What follows belongs to an exercise in optimizing a design on an open flow for small area, a short achievable clock period and few clock cycles; a production flow would make more cautious choices. At most, simulation tests tie the RTL to the original design; equivalence was not proved. Power is estimated from default activity; no workload was simulated.

## red
==> flow/design.v <==
module Mult (
    input wire clk,
    input wire reset_total,
    input wire reset_local,
    input wire [31:0] operand_A_in,
    input wire [31:0] operand_B_in,
    output wire [31:0] product_Hi_out,
    output wire [31:0] product_Lo_out,
    output wire done
);
    localparam G  = 4;                 
    localparam W  = 2 * G;             
    localparam NG = (32 + W - 1) / W;  
    localparam NW = W + 33;            
    localparam NU = 64 - NW;           
    localparam NS = NW + 3;            
    reg  [NU-1:0] U;                   
    reg  [NW-1:0] S, C;                
    reg  [2:0]    q;                   
    reg  [NG-1:0] R;                   
    reg           swap;                
    reg  [G-1:0]  d_one, d_two, d_neg;  
    wire start = reset_local;
    wire busy  = |R;
    wire [NG-1:0] TA, TB;
    assign TA[0] = |operand_A_in;
    assign TB[0] = |operand_B_in;
    genvar j, k;
    generate
        for (j = 1; j < NG; j = j + 1) begin : g_t
            wire [32-W*j:0] ha = operand_A_in[31:W*j-1];
            wire [32-W*j:0] hb = operand_B_in[31:W*j-1];
            assign TA[j] = ~(&ha | ~|ha);
            assign TB[j] = ~(&hb | ~|hb);
        end
    endgenerate
    wire [NG-1:0] T0    = TA & TB;
    wire          swap0 = |(TB & ~TA);
    wire [NG-1:0] Rn  = R >> 1;
    wire [NG-1:0] oh  = start ? (T0 & ~(T0 >> 1)) : (Rn & ~(Rn >> 1));
    wire [W*NG:0] ae  = {{(W*NG-32){operand_A_in[31]}}, operand_A_in, 1'b0};
    wire [W*NG:0] be  = {{(W*NG-32){operand_B_in[31]}}, operand_B_in, 1'b0};
    reg  [W:0]    ga, gb;
    integer i;
    always @(*) begin
        ga = {(W+1){1'b0}};
        gb = {(W+1){1'b0}};
        for (i = 0; i < NG; i = i + 1) begin
            ga = ga | ({(W+1){oh[i]}} & ae[W*i +: W+1]);
            gb = gb | ({(W+1){oh[i]}} & be[W*i +: W+1]);
        end
    end
    wire       sw  = start ? swap0 : swap;
    wire [W:0] grp = sw ? ga : gb;
    wire [G-1:0] n_one, n_two, n_neg;
    generate
        for (k = 0; k < G; k = k + 1) begin : g_dec
            wire b0 = grp[2*k], b1 = grp[2*k+1], b2 = grp[2*k+2];
            assign n_one[k] = b1 ^ b0;
            assign n_two[k] = (b2 & ~b1 & ~b0) | (~b2 & b1 & b0);
            assign n_neg[k] = b2;
        end
    endgenerate
    localparam [63:0] KC64 = 64'd0 - ((((64'd1 << (2 * G)) + 64'd8) / 64'd3) << 33);
    localparam [NS-1:0] KC = KC64[NS-1:0];
    wire [31:0] M  = swap ? operand_B_in : operand_A_in;  
    wire [33:0] m1 = {{2{M[31]}}, M};
    wire [33:0] m2 = {M[31], M, 1'b0};
    wire [NS-1:0] xs [0:G-1];
    reg  [W-1:0]  negbits;
    generate
        for (k = 0; k < G; k = k + 1) begin : g_pp
            wire [33:0] x = (({34{d_one[k]}} & m1) | ({34{d_two[k]}} & m2)) ^ {34{d_neg[k]}};
            if (k == 0) begin : g_first
                assign xs[k] = KC | {{(NS-36){1'b0}}, ~x[33], x[33], x[33], x[32:0]};
            end else begin : g_rest
                wire [NS-1:0] xe = {{(NS-34){1'b0}}, ~x[33], x[32:0]};
                assign xs[k] = xe << (2 * k);
            end
        end
    endgenerate
    always @(*) begin
        negbits = {W{1'b0}};
        for (i = 0; i < G; i = i + 1) negbits[2*i] = d_neg[i];
    end
    wire [NS-1:0] a0 = {{3{1'b0}}, S[NW-W-1:0], negbits};
    wire [NS-1:0] a1 = {{3{1'b0}}, C[NW-W-1:0], {W{1'b0}}};
    wire [2:0]    nq;                  
    assign        nq = ns[NS-1:NW] + nc[NS-1:NW];
    reg  [NS-1:0] ns, nc;
    function [2*NS-1:0] csa;
        input [NS-1:0] x, y, z;
        csa = {x ^ y ^ z, ((x & y) | (x & z) | (y & z)) << 1};
    endfunction
    generate
        if (G == 4) begin : g_t4
            always @(*) begin : b_t4
                reg [NS-1:0] s1, c1, s2, c2, s3, c3;
                {s1, c1} = csa(xs[0], xs[1], xs[2]);
                {s2, c2} = csa(xs[3], a0, a1);
                {s3, c3} = csa(s1, c1, s2);
                {ns, nc} = csa(s3, c3, c2);
            end
        end else if (G == 3) begin : g_t3
            always @(*) begin : b_t3
                reg [NS-1:0] s1, c1, s2, c2;
                {s1, c1} = csa(xs[0], xs[1], xs[2]);
                {s2, c2} = csa(s1, c1, a0);
                {ns, nc} = csa(s2, c2, a1);
            end
        end else begin : g_t2
            always @(*) begin : b_t2
                reg [NS-1:0] s1, c1;
                {s1, c1} = csa(a0, a1, xs[0]);
                {ns, nc} = csa(s1, c1, xs[1]);
            end
        end
    endgenerate
    wire [NU-5:0] uh  = U[NU-1:4];
    wire [NU-5:0] uhp = uh + 1'b1;
    wire [NU-5:0] uhm = uh - 1'b1;
    wire [3:0]    ul  = U[3:0];
    wire          qm2 = (q == 3'b110);
    wire          qm1 = (q == 3'b111);
    wire          qz  = (q == 3'b000);
    wire          qp1 = (q == 3'b001);
    wire          qp2 = (q == 3'b010);
    wire          b0  = (qm1 & (ul == 4'd0)) | (qm2 & (ul <= 4'd1));
    wire          c0  = (qp1 & (ul == 4'd15)) | (qp2 & (ul >= 4'd14));
    wire          b1  = qm2 & (ul == 4'd0);
    wire          c1  = (qz & (ul == 4'd15)) | (qp1 & (ul >= 4'd14)) | (qp2 & (ul >= 4'd13));
    wire [3:0]    l0  = ul + {q[2], q};
    wire [3:0]    l1  = ul + {q[2], q} + 4'd1;
    wire [NU-1:0] uq0 = {(b0 ? uhm : c0 ? uhp : uh), l0};
    wire [NU-1:0] uq1 = {(b1 ? uhm : c1 ? uhp : uh), l1};
    wire [W:0]    hs;
    ks_add #(.N(W)) u_hs (.a(S[NW-1:NW-W]), .b(C[NW-1:NW-W]), .y(hs));
    wire [NU-1:0] u_it = {(hs[W] ? uq1[NU-W-1:0] : uq0[NU-W-1:0]), hs[W-1:0]};
    localparam NL = NW / 2;
    localparam NH = NW - NL;
    wire [NL:0]   zl;
    wire [NH:0]   zh0, zh1;
    ks_add #(.N(NL)) u_zl (.a(S[NL-1:0]), .b(C[NL-1:0]), .y(zl));
    ks_add #(.N(NH)) u_zh0 (.a(S[NW-1:NL]), .b(C[NW-1:NL]), .y(zh0));
    ks_add1 #(.N(NH)) u_zh1 (.a(S[NW-1:NL]), .b(C[NW-1:NL]), .y(zh1));
    wire [NW:0]   z = {(zl[NL] ? zh1 : zh0), zl[NL-1:0]};
    wire [NU-1:0] u_fn = z[NW] ? uq1 : uq0;
    always @(posedge clk) begin
        if (reset_total) begin
            R   <= {NG{1'b0}};
        end else if (start) begin
            R   <= T0;
        end else if (busy) begin
            R   <= Rn;
        end
        if (start) begin
            U    <= {NU{1'b0}};
            S    <= {NW{1'b0}};
            C    <= {NW{1'b0}};
            q    <= 3'd0;
            swap <= swap0;
        end else if (busy) begin
            U    <= u_it;
            S    <= ns[NW-1:0];
            C    <= nc[NW-1:0];
            q    <= nq;
        end
        if (start | busy) begin
            d_one <= n_one;
            d_two <= n_two;
            d_neg <= n_neg;
        end
    end
    assign done = ~busy;
    wire [63:0] P = {u_fn, z[NW-1:0]};
    assign product_Hi_out = P[63:32];
    assign product_Lo_out = P[31:0];
endmodule
module ks_add #(parameter N = 8) (
    input  wire [N-1:0] a,
    input  wire [N-1:0] b,
    output wire [N:0]   y
);
    reg [N-1:0] g, p, g2, p2;
    integer i, d;
    always @(*) begin
        g = a & b;
        p = a | b;
        for (d = 1; d < N; d = d * 2) begin
            g2 = g;
            p2 = p;
            for (i = d; i < N; i = i + 1) begin
                g2[i] = g[i] | (p[i] & g[i-d]);
                p2[i] = p[i] & p[i-d];
            end
            g = g2;
            p = p2;
        end
    end
    assign y = {g[N-1], (a ^ b) ^ {g[N-2:0], 1'b0}};
endmodule
module ks_add1 #(parameter N = 8) (
    input  wire [N-1:0] a,
    input  wire [N-1:0] b,
    output wire [N:0]   y
);
    reg [N-1:0] g, p, g2, p2;
    integer i, d;
    always @(*) begin
        g = (a & b) | {{(N-1){1'b0}}, a[0] | b[0]};
        p = a | b;
        for (d = 1; d < N; d = d * 2) begin
            g2 = g;
            p2 = p;
            for (i = d; i < N; i = i + 1) begin
                g2[i] = g[i] | (p[i] & g[i-d]);
                p2[i] = p[i] & p[i-d];
            end
            g = g2;
            p = p2;
        end
    end
    assign y = {g[N-1], (a ^ b) ^ {g[N-2:0], 1'b1}};
endmodule
export LEC_CHECK = 0
export ABC_AREA = 1
export CAP_MARGIN = 20
export CORE_MARGIN = 2
export CORE_UTILIZATION = 40
export CTS_BUF_LIST = sky130_fd_sc_hd__clkbuf_8
export SLEW_MARGIN = 20
create_clock -name core_clock -period 4.0 [get_ports {clk}]
standard.sh (not shown) runs the stock make flow with config.mk's settings and CLKGATE_MAP_FILE= SYNTH_SCRIPT=/design/flow/synth_recipe.tcl, a recipe that flattens the netlist after the stock synthesis.
==> flow/flow/run.sh <==
#!/bin/bash
# The standard layout, with the smallest buffer on the ports instead of the
# delay-cell buffers buffer_ports picks by default.
set -e
cp standard.sh standard.sh.txt
export BUFFER_PORTS_ARGS="-buffer_cell sky130_fd_sc_hd__buf_1"
bash standard.sh > standard.log 2>&1
Testbench counts of red, summed over its fixed seeds: cycles 9,022.
[inputs] blue vs red
--- a/flow/design.v
+++ b/flow/design.v
@@ -18,10 +18,11 @@
     reg  [NW-1:0] S, C;                
     reg  [2:0]    q;                   
     reg  [NG-1:0] R;                   
     reg           swap;                
     reg  [G-1:0]  d_one, d_two, d_neg;  
+    reg           first;               
     wire start = reset_local;
     wire busy  = |R;
     wire [NG-1:0] TA, TB;
     assign TA[0] = |operand_A_in;
     assign TB[0] = |operand_B_in;
@@ -59,37 +60,55 @@
             assign n_one[k] = b1 ^ b0;
             assign n_two[k] = (b2 & ~b1 & ~b0) | (~b2 & b1 & b0);
             assign n_neg[k] = b2;
         end
     endgenerate
+    wire         tb1 = TB[1];
+    wire [G-1:0] b_one, b_two, b_neg;
+    wire [W:0]   blo = tb1 ? {operand_A_in[W-1:0], 1'b0} : {operand_B_in[W-1:0], 1'b0};
+    generate
+        for (k = 0; k < G; k = k + 1) begin : g_bdec
+            wire b0 = blo[2*k], b1 = blo[2*k+1], b2 = blo[2*k+2];
+            assign b_one[k] = b1 ^ b0;
+            assign b_two[k] = (b2 & ~b1 & ~b0) | (~b2 & b1 & b0);
+            assign b_neg[k] = b2;
+        end
+    endgenerate
+    wire [G-1:0] c_one = start ? b_one : d_one;
+    wire [G-1:0] c_two = start ? b_two : d_two;
+    wire [G-1:0] c_neg = start ? b_neg : d_neg;
     localparam [63:0] KC64 = 64'd0 - ((((64'd1 << (2 * G)) + 64'd8) / 64'd3) << 33);
     localparam [NS-1:0] KC = KC64[NS-1:0];
-    wire [31:0] M  = swap ? operand_B_in : operand_A_in;  
+    wire        msw = start ? tb1 : swap;
+    wire [31:0] M  = msw ? operand_B_in : operand_A_in;  
     wire [33:0] m1 = {{2{M[31]}}, M};
     wire [33:0] m2 = {M[31], M, 1'b0};
     wire [NS-1:0] xs [0:G-1];
     reg  [W-1:0]  negbits;
     generate
         for (k = 0; k < G; k = k + 1) begin : g_pp
-            wire [33:0] x = (({34{d_one[k]}} & m1) | ({34{d_two[k]}} & m2)) ^ {34{d_neg[k]}};
+            wire [33:0] x = (({34{c_one[k]}} & m1) | ({34{c_two[k]}} & m2)) ^ {34{c_neg[k]}};
             if (k == 0) begin : g_first
                 assign xs[k] = KC | {{(NS-36){1'b0}}, ~x[33], x[33], x[33], x[32:0]};
             end else begin : g_rest
                 wire [NS-1:0] xe = {{(NS-34){1'b0}}, ~x[33], x[32:0]};
                 assign xs[k] = xe << (2 * k);
             end
         end
     endgenerate
     always @(*) begin
         negbits = {W{1'b0}};
-        for (i = 0; i < G; i = i + 1) negbits[2*i] = d_neg[i];
-    end
-    wire [NS-1:0] a0 = {{3{1'b0}}, S[NW-W-1:0], negbits};
-    wire [NS-1:0] a1 = {{3{1'b0}}, C[NW-W-1:0], {W{1'b0}}};
-    wire [2:0]    nq;                  
-    assign        nq = ns[NS-1:NW] + nc[NS-1:NW];
+        for (i = 0; i < G; i = i + 1) negbits[2*i] = c_neg[i];
+    end
+    wire          clr = start | first;
+    wire [NW-W-1:0] sl = clr ? {(NW-W){1'b0}} : S[NW-W-1:0];
+    wire [NW-W-1:0] cl = clr ? {(NW-W){1'b0}} : C[NW-W-1:0];
+    wire [NS-1:0] a0 = {{3{1'b0}}, sl, negbits};
+    wire [NS-1:0] a1 = {{3{1'b0}}, cl, {W{1'b0}}};
     reg  [NS-1:0] ns, nc;
+    wire [2:0]    nq = ns[NS-1:NW] + nc[NS-1:NW];   
+    wire [2:0]    nq0 = {3{~nc[NW]}};
     function [2*NS-1:0] csa;
         input [NS-1:0] x, y, z;
         csa = {x ^ y ^ z, ((x & y) | (x & z) | (y & z)) << 1};
     endfunction
     generate
@@ -147,22 +166,27 @@
     wire [NU-1:0] u_fn = z[NW] ? uq1 : uq0;
     always @(posedge clk) begin
         if (reset_total) begin
             R   <= {NG{1'b0}};
         end else if (start) begin
-            R   <= T0;
+            R   <= (TB[1] & TA[1]) ? T0 : {NG{1'b0}};
         end else if (busy) begin
             R   <= Rn;
         end
         if (start) begin
+            first <= 1'b1;
+            swap  <= swap0;
+        end else if (busy) begin
+            first <= 1'b0;
+        end
+        if (start) begin
             U    <= {NU{1'b0}};
-            S    <= {NW{1'b0}};
-            C    <= {NW{1'b0}};
-            q    <= 3'd0;
-            swap <= swap0;
+            S    <= ns[NW-1:0];
+            C    <= nc[NW-1:0];
+            q    <= nq0;
         end else if (busy) begin
-            U    <= u_it;
+            U    <= first ? {NU{1'b0}} : u_it;
             S    <= ns[NW-1:0];
             C    <= nc[NW-1:0];
             q    <= nq;
         end
         if (start | busy) begin
### Flow results
red vs blue, capturing element of the worst setup path: product_Hi_out[18] vs S[16]. Delta (blue minus red): flip-flop and latch count now larger, design area increased about 30%, non-clock buffer count higher, maximum ir drop on the vdd rail saw an increase, total placed instance area rose 18%. Between red and blue, time the worst path needs with I/O delays and setup increased. NOTE area of the core region red->blue increased by a little under 10%. Status blue: flow complete, layout not clean - setup timing. red went all the way through the flow, and no timing, DRC or antenna check failed. The lower utilization came out of red. Cmp red and blue / synthesized cell count / higher: blue. The run showing the greater post-route fraction of the period consumed by the critical path is blue. When blue is measured against red, its layout overhead on the synthesized area turns out 22 points higher.
No functional check of the RTL was part of blue.

-- static timing again, ports no longer ideal --
In the flow no input, the clock included, has a driving cell. The finished layouts below were timed again as built, in two steps. Step 1 (the two cells are an assumption about what drives the block):
set clk [get_ports {clk}]
set_driving_cell -lib_cell sky130_fd_sc_hd__clkbuf_16 $clk
set_driving_cell -lib_cell sky130_fd_sc_hd__buf_2 [delete_from_list [all_inputs] $clk]
Step 2 times the ports against the registers' clock, not the clock port: input delays grow and output delays shrink by t, the midpoint of the rising clock arrivals with the driver on. Slacks: ideal / step 1 / step 2; pairs: ideal / step 1.
run | shift t [ns] | setup WS [ns] | worst slew at a driven data input, ns
red | 0.530 | 0.176 / 0.122 / 0.157 | 0.04
blue | 0.572 | -0.160 / -0.137 / -0.709 | 0.04
For blue, which loses most, drivers alone change the setup slack by +0.023 ns; drivers and shift together by -0.549 ns.
